Background: an optimization exercise with open tools, aiming at small area. Do not read the settings as production practice. In this exercise RTL edits were held to simulation tests only and were not proved equivalent to the original. Power is estimated from default activity; no workload was simulated.

==> inputs of build 95 <==
// CPU
module CPU (
    input clk,
    input reset,
    input [3:0] ALUControl,
    input [3:0] readReg1,
    input [3:0] readReg2,
    input [3:0] writeReg,
    input [31:0] writeData,
    input writeEnable,
    output [31:0] ALUResult,
    output Zero
);
export LEC_CHECK = 0
export ABC_AREA = 1
export CAP_MARGIN = 20
export CORE_MARGIN = 2
export CORE_UTILIZATION = 70
export SETUP_SLACK_MARGIN = 0.4
export SLEW_MARGIN = 20
create_clock -name core_clock -period 15.0 [get_ports {clk}]
standard.sh (not shown) runs the stock make flow with config.mk's settings and CLKGATE_MAP_FILE= SYNTH_SCRIPT=/design/flow/synth_recipe.tcl, a recipe that flattens the netlist after the stock synthesis.
==> flow/flow/run.sh <==
#!/bin/bash
# Layout flow: ORFS's synthesis with one added step, then the standard ORFS
# flow from floorplan to finish.
#
# The added step maps the design's hc_* gate modules (plain-logic modules in
# the RTL) straight to the library gates of the same function (flow/cellmap.v)
# before Yosys flattens the design, so ABC only maps the remaining logic.
# Registers are inferred and mapped exactly as in the standard synthesis.
# Port buffers are the smallest buffer.
# Each tool's output goes to a log file of its own in this folder.
set -euo pipefail
W=$PWD
mkdir -p $W/mysynth

# clock tree: 8x clock buffers in clusters of at most 16 flip-flops, no dummy loads
CTS_ARGS="-sink_clustering_enable -repair_clock_nets -buf_list sky130_fd_sc_hd__clkbuf_8"
CTS_ARGS="$CTS_ARGS -sink_clustering_size 16 -sink_clustering_max_diameter 50 -dont_use_dummy_load"

# standard synthesis, for reference (register names and cells)
make -C $FLOW_HOME DESIGN_CONFIG=$FLOW_CONFIG WORK_HOME=$W/orfs_std CLKGATE_MAP_FILE= \
  SYNTH_SCRIPT=$W/synth_recipe.tcl synth > $W/std_synth.log 2>&1 || true

# ORFS synth.tcl with the cell-mapping step after the first hierarchy command
sed "/^hierarchy -check -top/a techmap -map $W/flow/cellmap.v" \
  $FLOW_HOME/scripts/synth.tcl > $W/mysynth/synth.tcl
grep -q "cellmap.v" $W/mysynth/synth.tcl
sed "s#source \$::env(SCRIPTS_DIR)/synth.tcl#source $W/mysynth/synth.tcl#" \
  $W/synth_recipe.tcl > $W/mysynth/synth_recipe.tcl
grep -q "mysynth/synth.tcl" $W/mysynth/synth_recipe.tcl

make -C $FLOW_HOME DESIGN_CONFIG=$FLOW_CONFIG WORK_HOME=$W/orfs CLKGATE_MAP_FILE= \
  SYNTH_SCRIPT=$W/mysynth/synth_recipe.tcl synth > $W/my_synth.log 2>&1

# compare the registers with the standard synthesis
python3 $W/flow/regs.py $W/orfs_std/results/$FLOW_PLATFORM/CPU/base/1_2_yosys.v \
  $W/orfs/results/$FLOW_PLATFORM/CPU/base/1_2_yosys.v > $W/regs_compare.log 2>&1 || true
[ -n "${FT_SYNTH_ONLY:-}" ] && exit 0

make -C $FLOW_HOME DESIGN_CONFIG=$FLOW_CONFIG WORK_HOME=$W/orfs CLKGATE_MAP_FILE= \
  SYNTH_SCRIPT=$W/mysynth/synth_recipe.tcl \
  BUFFER_PORTS_ARGS="-buffer_cell sky130_fd_sc_hd__buf_1" \
  CTS_ARGS="$CTS_ARGS" ${FT_TARGET:-finish} > $W/orfs_flow.log 2>&1
[ -n "${FT_TARGET:-}" ] && exit 0

: # left out here: write the final layout as DEF
  $FLOW_OUT/final.def > $W/mysynth/write_def.tcl
openroad -no_init -exit $W/mysynth/write_def.tcl > $W/write_def.log 2>&1
==> flow/flow/cellmap.v <==
// Maps the design's hc_* gate modules to the library gates of the same function.
module hc_a22o (input A1, input A2, input B1, input B2, output X);
    sky130_fd_sc_hd__a22o_1 _TECHMAP_REPLACE_ (.A1(A1), .A2(A2), .B1(B1), .B2(B2), .X(X));
endmodule

module hc_a222oi (input A1, input A2, input B1, input B2, input C1, input C2, output Y);
    sky130_fd_sc_hd__a222oi_1 _TECHMAP_REPLACE_ (.A1(A1), .A2(A2), .B1(B1), .B2(B2), .C1(C1), .C2(C2), .Y(Y));
endmodule

module hc_a211oi (input A1, input A2, input B1, input C1, output Y);
    sky130_fd_sc_hd__a211oi_1 _TECHMAP_REPLACE_ (.A1(A1), .A2(A2), .B1(B1), .C1(C1), .Y(Y));
endmodule

module hc_and3 (input A, input B, input C, output X);
    sky130_fd_sc_hd__and3_1 _TECHMAP_REPLACE_ (.A(A), .B(B), .C(C), .X(X));
endmodule

module hc_nand2 (input A, input B, output Y);
    sky130_fd_sc_hd__nand2_1 _TECHMAP_REPLACE_ (.A(A), .B(B), .Y(Y));
endmodule

module hc_nand3 (input A, input B, input C, output Y);
    sky130_fd_sc_hd__nand3_1 _TECHMAP_REPLACE_ (.A(A), .B(B), .C(C), .Y(Y));
endmodule

module hc_nand4 (input A, input B, input C, input D, output Y);
    sky130_fd_sc_hd__nand4_1 _TECHMAP_REPLACE_ (.A(A), .B(B), .C(C), .D(D), .Y(Y));
endmodule

module hc_nor2 (input A, input B, output Y);
    sky130_fd_sc_hd__nor2_1 _TECHMAP_REPLACE_ (.A(A), .B(B), .Y(Y));
endmodule

module hc_nor4 (input A, input B, input C, input D, output Y);
    sky130_fd_sc_hd__nor4_1 _TECHMAP_REPLACE_ (.A(A), .B(B), .C(C), .D(D), .Y(Y));
endmodule

module hc_xor2 (input A, input B, output X);
    sky130_fd_sc_hd__xor2_1 _TECHMAP_REPLACE_ (.A(A), .B(B), .X(X));
endmodule

module hc_xnor2 (input A, input B, output Y);
    sky130_fd_sc_hd__xnor2_1 _TECHMAP_REPLACE_ (.A(A), .B(B), .Y(Y));
endmodule

module hc_mux2i (input A0, input A1, input S, output Y);
    sky130_fd_sc_hd__mux2i_1 _TECHMAP_REPLACE_ (.A0(A0), .A1(A1), .S(S), .Y(Y));
endmodule

module hc_mux4 (input A0, input A1, input A2, input A3, input S0, input S1, output X);
    sky130_fd_sc_hd__mux4_2 _TECHMAP_REPLACE_ (.A0(A0), .A1(A1), .A2(A2), .A3(A3), .S0(S0), .S1(S1), .X(X));
endmodule

module hc_mux2 (input A0, input A1, input S, output X);
    sky130_fd_sc_hd__mux2_1 _TECHMAP_REPLACE_ (.A0(A0), .A1(A1), .S(S), .X(X));
endmodule

module hc_and2_4 (input A, input B, output X);
    sky130_fd_sc_hd__and2_4 _TECHMAP_REPLACE_ (.A(A), .B(B), .X(X));
endmodule

module hc_and3_4 (input A, input B, input C, output X);
    sky130_fd_sc_hd__and3_4 _TECHMAP_REPLACE_ (.A(A), .B(B), .C(C), .X(X));
endmodule

module hc_nor3 (input A, input B, input C, output Y);
    sky130_fd_sc_hd__nor3_1 _TECHMAP_REPLACE_ (.A(A), .B(B), .C(C), .Y(Y));
endmodule

module hc_and2b_4 (input A_N, input B, output X);
    sky130_fd_sc_hd__and2b_4 _TECHMAP_REPLACE_ (.A_N(A_N), .B(B), .X(X));
endmodule
Other scripts of this flow, unchanged in this note and not shown: flow/flow/regs.py
==> build 46 (differences from build 95) <==
--- a/flow/design.v
+++ b/flow/design.v
@@ -185,62 +185,56 @@
     hc_nor4 zq1 (.A(Result[4]), .B(Result[5]), .C(Result[6]), .D(Result[7]), .Y(z4[1]));
     hc_nor4 zq2 (.A(Result[8]), .B(Result[9]), .C(Result[10]), .D(Result[11]), .Y(z4[2]));
     hc_nor4 zq3 (.A(Result[12]), .B(Result[13]), .C(Result[14]), .D(Result[15]), .Y(z4[3]));
     hc_nor4 zq4 (.A(Result[16]), .B(Result[17]), .C(Result[18]), .D(Result[19]), .Y(z4[4]));
     hc_nor4 zq5 (.A(Result[20]), .B(Result[21]), .C(Result[22]), .D(Result[23]), .Y(z4[5]));
     hc_nor4 zq6 (.A(Result[24]), .B(Result[25]), .C(Result[26]), .D(Result[27]), .Y(z4[6]));
-    hc_nor3 zq7 (.A(Result[28]), .B(Result[29]), .C(Result[30]), .Y(z4[7]));
+    hc_nor4 zq7 (.A(Result[28]), .B(Result[29]), .C(Result[30]), .D(Result[31]), .Y(z4[7]));
     hc_nand4 zh0 (.A(z4[0]), .B(z4[1]), .C(z4[2]), .D(z4[3]), .Y(z16n[0]));
     hc_nand4 zh1 (.A(z4[4]), .B(z4[5]), .C(z4[6]), .D(z4[7]), .Y(z16n[1]));
-    hc_nor3  zf  (.A(z16n[0]), .B(z16n[1]), .C(Result[31]), .Y(Zero));
+    hc_nor2  zf  (.A(z16n[0]), .B(z16n[1]), .Y(Zero));
 endmodule
 module RegisterFile (
     input clk,
     input reset,
     input [3:0] readReg1,
     input [3:0] readReg2,
     input [3:0] writeReg,
     input [31:0] writeData,
     input writeEnable,
     output [31:0] readData1x,
     output [31:0] readData2
 );
-    reg         ready;
+    reg  [15:0] valid;
     wire [15:0] we;      
     wire [15:0] hold;    
     wire [511:0] regs;
     wire [3:0] wlo = {4{writeEnable}} & (4'b1 << writeReg[1:0]);
     wire [3:0] whi = 4'b1 << writeReg[3:2];
-    wire [3:0] r1lo = {4{ready}} & (4'b1 << readReg1[1:0]);
-    wire [3:0] r1hi = 4'b1 << readReg1[3:2];
-    wire [3:0] r2lo = {4{ready}} & (4'b1 << readReg2[1:0]);
-    wire [3:0] r2hi = 4'b1 << readReg2[3:2];
-    wire [15:0] sel1;
-    wire [15:0] sel2;
+    wire [15:0] sel1 = valid & (16'b1 << readReg1);
+    wire [15:0] sel2 = valid & (16'b1 << readReg2);
     genvar g, b;
     generate
         for (g = 0; g < 16; g = g + 1) begin : row
             reg  [31:0] q;
             wire [31:0] d;
             hc_and2_4  wdec (.A(wlo[g % 4]), .B(whi[g / 4]), .X(we[g]));
-            hc_and2b_4 hdec (.A_N(we[g]), .B(ready), .X(hold[g]));
-            hc_and2_4  s1dec (.A(r1lo[g % 4]), .B(r1hi[g / 4]), .X(sel1[g]));
-            hc_and2_4  s2dec (.A(r2lo[g % 4]), .B(r2hi[g / 4]), .X(sel2[g]));
+            hc_and2b_4 hdec (.A_N(we[g]), .B(valid[g]), .X(hold[g]));
             for (b = 0; b < 32; b = b + 1) begin : bt
                 hc_a22o upd (.A1(q[b]), .A2(hold[g]), .B1(writeData[b]), .B2(we[g]), .X(d[b]));
             end
             always @(posedge clk)
                 q <= d;
             assign regs[32*g +: 32] = q;
         end
     endgenerate
     always @(posedge clk or posedge reset) begin
         if (reset)
-            ready <= 1'b0;
+            valid <= 16'b0;
         else
-            ready <= 1'b1;
+            valid <= valid | we;
     end
     localparam [31:0] AINV = 32'hd5333335;
     generate
         for (b = 0; b < 32; b = b + 1) begin : rbit
             wire [15:0] col;   
             for (g = 0; g < 16; g = g + 1) begin : c
@@ -318,18 +312,18 @@
 module hc_a211oi (input A1, input A2, input B1, input C1, output Y);
     assign Y = ~((A1 & A2) | B1 | C1);
 endmodule
 module hc_and2_4 (input A, input B, output X);
     assign X = A & B;
 endmodule
-module hc_and3_4 (input A, input B, input C, output X);
-    assign X = A & B & C;
-endmodule
 module hc_and2b_4 (input A_N, input B, output X);
     assign X = ~A_N & B;
 endmodule
+module hc_and3_4 (input A, input B, input C, output X);
+    assign X = A & B & C;
+endmodule
 module hc_and3 (input A, input B, input C, output X);
     assign X = A & B & C;
 endmodule
 module hc_nand2 (input A, input B, output Y);
     assign Y = ~(A & B);
 endmodule
@@ -339,15 +333,12 @@
 module hc_nand4 (input A, input B, input C, input D, output Y);
     assign Y = ~(A & B & C & D);
 endmodule
 module hc_nor2 (input A, input B, output Y);
     assign Y = ~(A | B);
 endmodule
-module hc_nor3 (input A, input B, input C, output Y);
-    assign Y = ~(A | B | C);
-endmodule
 module hc_nor4 (input A, input B, input C, input D, output Y);
     assign Y = ~(A | B | C | D);
 endmodule
 module hc_xor2 (input A, input B, output X);
     assign X = A ^ B;
 endmodule
--- a/flow/flow/run.sh
+++ b/flow/flow/run.sh
@@ -3,13 +3,12 @@
 # flow from floorplan to finish.
 #
 # The added step maps the design's hc_* gate modules (plain-logic modules in
 # the RTL) straight to the library gates of the same function (flow/cellmap.v)
 # before Yosys flattens the design, so ABC only maps the remaining logic.
 # Registers are inferred and mapped exactly as in the standard synthesis.
-# Port buffers are the smallest buffer.
 # Each tool's output goes to a log file of its own in this folder.
 set -euo pipefail
 W=$PWD
 mkdir -p $W/mysynth
 
 # clock tree: 8x clock buffers in clusters of at most 16 flip-flops, no dummy loads
--- a/flow/flow/cellmap.v
+++ b/flow/flow/cellmap.v
@@ -56,17 +56,13 @@
 endmodule
 
 module hc_and2_4 (input A, input B, output X);
     sky130_fd_sc_hd__and2_4 _TECHMAP_REPLACE_ (.A(A), .B(B), .X(X));
 endmodule
 
+module hc_and2b_4 (input A_N, input B, output X);
+    sky130_fd_sc_hd__and2b_4 _TECHMAP_REPLACE_ (.A_N(A_N), .B(B), .X(X));
+endmodule
+
 module hc_and3_4 (input A, input B, input C, output X);
     sky130_fd_sc_hd__and3_4 _TECHMAP_REPLACE_ (.A(A), .B(B), .C(C), .X(X));
 endmodule
-
-module hc_nor3 (input A, input B, input C, output Y);
-    sky130_fd_sc_hd__nor3_1 _TECHMAP_REPLACE_ (.A(A), .B(B), .C(C), .Y(Y));
-endmodule
-
-module hc_and2b_4 (input A_N, input B, output X);
-    sky130_fd_sc_hd__and2b_4 _TECHMAP_REPLACE_ (.A_N(A_N), .B(B), .X(X));
-endmodule
Settings changed: ABC_AREA 1 to not set.
==> build 7 (differences from build 95) <==
--- a/flow/design.v
+++ b/flow/design.v
@@ -185,64 +185,56 @@
     hc_nor4 zq1 (.A(Result[4]), .B(Result[5]), .C(Result[6]), .D(Result[7]), .Y(z4[1]));
     hc_nor4 zq2 (.A(Result[8]), .B(Result[9]), .C(Result[10]), .D(Result[11]), .Y(z4[2]));
     hc_nor4 zq3 (.A(Result[12]), .B(Result[13]), .C(Result[14]), .D(Result[15]), .Y(z4[3]));
     hc_nor4 zq4 (.A(Result[16]), .B(Result[17]), .C(Result[18]), .D(Result[19]), .Y(z4[4]));
     hc_nor4 zq5 (.A(Result[20]), .B(Result[21]), .C(Result[22]), .D(Result[23]), .Y(z4[5]));
     hc_nor4 zq6 (.A(Result[24]), .B(Result[25]), .C(Result[26]), .D(Result[27]), .Y(z4[6]));
-    hc_nor3 zq7 (.A(Result[28]), .B(Result[29]), .C(Result[30]), .Y(z4[7]));
+    hc_nor4 zq7 (.A(Result[28]), .B(Result[29]), .C(Result[30]), .D(Result[31]), .Y(z4[7]));
     hc_nand4 zh0 (.A(z4[0]), .B(z4[1]), .C(z4[2]), .D(z4[3]), .Y(z16n[0]));
     hc_nand4 zh1 (.A(z4[4]), .B(z4[5]), .C(z4[6]), .D(z4[7]), .Y(z16n[1]));
-    hc_nor3  zf  (.A(z16n[0]), .B(z16n[1]), .C(Result[31]), .Y(Zero));
+    hc_nor2  zf  (.A(z16n[0]), .B(z16n[1]), .Y(Zero));
 endmodule
 module RegisterFile (
     input clk,
     input reset,
     input [3:0] readReg1,
     input [3:0] readReg2,
     input [3:0] writeReg,
     input [31:0] writeData,
     input writeEnable,
     output [31:0] readData1x,
     output [31:0] readData2
 );
-    reg         ready;
+    reg  [15:0] valid;
     wire [15:0] we;      
     wire [15:0] hold;    
     wire [511:0] regs;
-    wire [3:0] wlo = {4{writeEnable}} & (4'b1 << writeReg[1:0]);
-    wire [3:0] whi = 4'b1 << writeReg[3:2];
-    wire [3:0] r1lo = {4{ready}} & (4'b1 << readReg1[1:0]);
-    wire [3:0] r1hi = 4'b1 << readReg1[3:2];
-    wire [3:0] r2lo = {4{ready}} & (4'b1 << readReg2[1:0]);
-    wire [3:0] r2hi = 4'b1 << readReg2[3:2];
-    wire [15:0] sel1;
-    wire [15:0] sel2;
     genvar g, b;
     generate
         for (g = 0; g < 16; g = g + 1) begin : row
             reg  [31:0] q;
             wire [31:0] d;
-            hc_and2_4  wdec (.A(wlo[g % 4]), .B(whi[g / 4]), .X(we[g]));
-            hc_and2b_4 hdec (.A_N(we[g]), .B(ready), .X(hold[g]));
-            hc_and2_4  s1dec (.A(r1lo[g % 4]), .B(r1hi[g / 4]), .X(sel1[g]));
-            hc_and2_4  s2dec (.A(r2lo[g % 4]), .B(r2hi[g / 4]), .X(sel2[g]));
+            assign we[g]   = writeEnable & (writeReg == g);
+            assign hold[g] = valid[g] & ~we[g];
             for (b = 0; b < 32; b = b + 1) begin : bt
                 hc_a22o upd (.A1(q[b]), .A2(hold[g]), .B1(writeData[b]), .B2(we[g]), .X(d[b]));
             end
             always @(posedge clk)
                 q <= d;
             assign regs[32*g +: 32] = q;
         end
     endgenerate
     always @(posedge clk or posedge reset) begin
         if (reset)
-            ready <= 1'b0;
+            valid <= 16'b0;
         else
-            ready <= 1'b1;
+            valid <= valid | we;
     end
     localparam [31:0] AINV = 32'hd5333335;
+    wire [15:0] sel1 = valid & (16'b1 << readReg1);
+    wire [15:0] sel2 = valid & (16'b1 << readReg2);
     generate
         for (b = 0; b < 32; b = b + 1) begin : rbit
             wire [15:0] col;   
             for (g = 0; g < 16; g = g + 1) begin : c
                 assign col[g] = regs[32*g + b];
             end
@@ -315,21 +307,12 @@
 module hc_a222oi (input A1, input A2, input B1, input B2, input C1, input C2, output Y);
     assign Y = ~((A1 & A2) | (B1 & B2) | (C1 & C2));
 endmodule
 module hc_a211oi (input A1, input A2, input B1, input C1, output Y);
     assign Y = ~((A1 & A2) | B1 | C1);
 endmodule
-module hc_and2_4 (input A, input B, output X);
-    assign X = A & B;
-endmodule
-module hc_and3_4 (input A, input B, input C, output X);
-    assign X = A & B & C;
-endmodule
-module hc_and2b_4 (input A_N, input B, output X);
-    assign X = ~A_N & B;
-endmodule
 module hc_and3 (input A, input B, input C, output X);
     assign X = A & B & C;
 endmodule
 module hc_nand2 (input A, input B, output Y);
     assign Y = ~(A & B);
 endmodule
@@ -339,15 +322,12 @@
 module hc_nand4 (input A, input B, input C, input D, output Y);
     assign Y = ~(A & B & C & D);
 endmodule
 module hc_nor2 (input A, input B, output Y);
     assign Y = ~(A | B);
 endmodule
-module hc_nor3 (input A, input B, input C, output Y);
-    assign Y = ~(A | B | C);
-endmodule
 module hc_nor4 (input A, input B, input C, input D, output Y);
     assign Y = ~(A | B | C | D);
 endmodule
 module hc_xor2 (input A, input B, output X);
     assign X = A ^ B;
 endmodule
--- a/flow/flow/run.sh
+++ b/flow/flow/run.sh
@@ -3,13 +3,12 @@
 # flow from floorplan to finish.
 #
 # The added step maps the design's hc_* gate modules (plain-logic modules in
 # the RTL) straight to the library gates of the same function (flow/cellmap.v)
 # before Yosys flattens the design, so ABC only maps the remaining logic.
 # Registers are inferred and mapped exactly as in the standard synthesis.
-# Port buffers are the smallest buffer.
 # Each tool's output goes to a log file of its own in this folder.
 set -euo pipefail
 W=$PWD
 mkdir -p $W/mysynth
 
 # clock tree: 8x clock buffers in clusters of at most 16 flip-flops, no dummy loads
--- a/flow/flow/cellmap.v
+++ b/flow/flow/cellmap.v
@@ -51,22 +51,6 @@
     sky130_fd_sc_hd__mux4_2 _TECHMAP_REPLACE_ (.A0(A0), .A1(A1), .A2(A2), .A3(A3), .S0(S0), .S1(S1), .X(X));
 endmodule
 
 module hc_mux2 (input A0, input A1, input S, output X);
     sky130_fd_sc_hd__mux2_1 _TECHMAP_REPLACE_ (.A0(A0), .A1(A1), .S(S), .X(X));
 endmodule
-
-module hc_and2_4 (input A, input B, output X);
-    sky130_fd_sc_hd__and2_4 _TECHMAP_REPLACE_ (.A(A), .B(B), .X(X));
-endmodule
-
-module hc_and3_4 (input A, input B, input C, output X);
-    sky130_fd_sc_hd__and3_4 _TECHMAP_REPLACE_ (.A(A), .B(B), .C(C), .X(X));
-endmodule
-
-module hc_nor3 (input A, input B, input C, output Y);
-    sky130_fd_sc_hd__nor3_1 _TECHMAP_REPLACE_ (.A(A), .B(B), .C(C), .Y(Y));
-endmodule
-
-module hc_and2b_4 (input A_N, input B, output X);
-    sky130_fd_sc_hd__and2b_4 _TECHMAP_REPLACE_ (.A_N(A_N), .B(B), .X(X));
-endmodule
Settings changed: ABC_AREA 1 to not set, SETUP_SLACK_MARGIN 0.4 to not set.
==> flow_summary_export.csv <==
group,metric,value,unit
outcome,status,"finished clean",
final_layout,mostFrequentLayoutCells,"a22o_1 (512), dfxtp_1 (512), a222oi_1 (320), nand2_1 (99), buf_1 (83)",
placed_design,dp_hpwl,52120,µm
drt,dr_wl_met3,17550,µm
logic_synthesis,syn_nets,1868,
critical_path,worstReg2RegStart,"regFile.ready",
sta,max_freq,0.06968,GHz
critical_path,cp.depth,32,
final_layout,nFlopsAndLatches,513,
drt,wl_per_cell,38.62,µm
drt,dr.pass1.iters,22,
sta,skew,0.08907,ns
Source of the figures above: build 95

==> flow_summary_export.csv <==
group,metric,value,unit
critical_path,cp.depth,34,
sta,skew,0.06057,ns
logic_synthesis,syn_nets,1885,
final_layout,mostFrequentLayoutCells,"a22o_1 (512), dfxtp_1 (512), a222oi_1 (320), nand2_1 (93), buf_1 (83)",
outcome,status,"finished clean",
drt,dr.pass1.iters,17,
drt,wl_per_cell,38.64,µm
final_layout,nFlopsAndLatches,528,
Source of the figures above: build 7

==> flow_summary_export.csv <==
group,metric,value,unit
drt,dr.pass1.iters,17,
drt,dr_wl_met3,16660,µm
sta,max_freq,0.07009,GHz
critical_path,worstReg2RegStart,"regFile.valid[5]",
pwr,internal_power,1.915,mW
drt,wl_per_cell,37.57,µm
logic_synthesis,syn_nets,1879,
critical_path,cp.depth,33,
final_layout,mostFrequentLayoutCells,"a22o_1 (512), dfxtp_1 (512), a222oi_1 (320), nand2_1 (92), buf_1 (81)",
sta,skew,0.04952,ns
outcome,status,"finished clean",
final_layout,nFlopsAndLatches,528,
Source of the figures above: build 46

port drivers added, routing unchanged:
The flow's constraints put no driver on any port. The routed layouts listed below were extracted and timed again, unchanged, in two steps. Step 1, drivers: a clkbuf_16 drives clk and a buf_2 each remaining input, both assumed. Step 2 also shifts input and output timing later by t, the mid clock arrival at the registers, as if the neighbouring blocks saw the same clock. Three values: ideal, step 1, step 2; two values: the first two.
run | t, ns | setup slack, ns | clock arrival spread, ns | pins driven straight from the clock port
build 95 | 0.662 | 0.649 / 0.603 / 0.603 | 0.089 / 0.089 | 1
build 46 | 0.647 | 0.733 / 0.705 / 0.705 | 0.059 / 0.059 | 1
build 7 | 0.647 | 0.367 / 0.265 / 0.265 | 0.061 / 0.061 | 1
After both steps setup and hold are still met in every run listed. For build 7, which loses most, drivers alone change the setup slack by -0.102 ns; drivers and shift together by -0.102 ns.
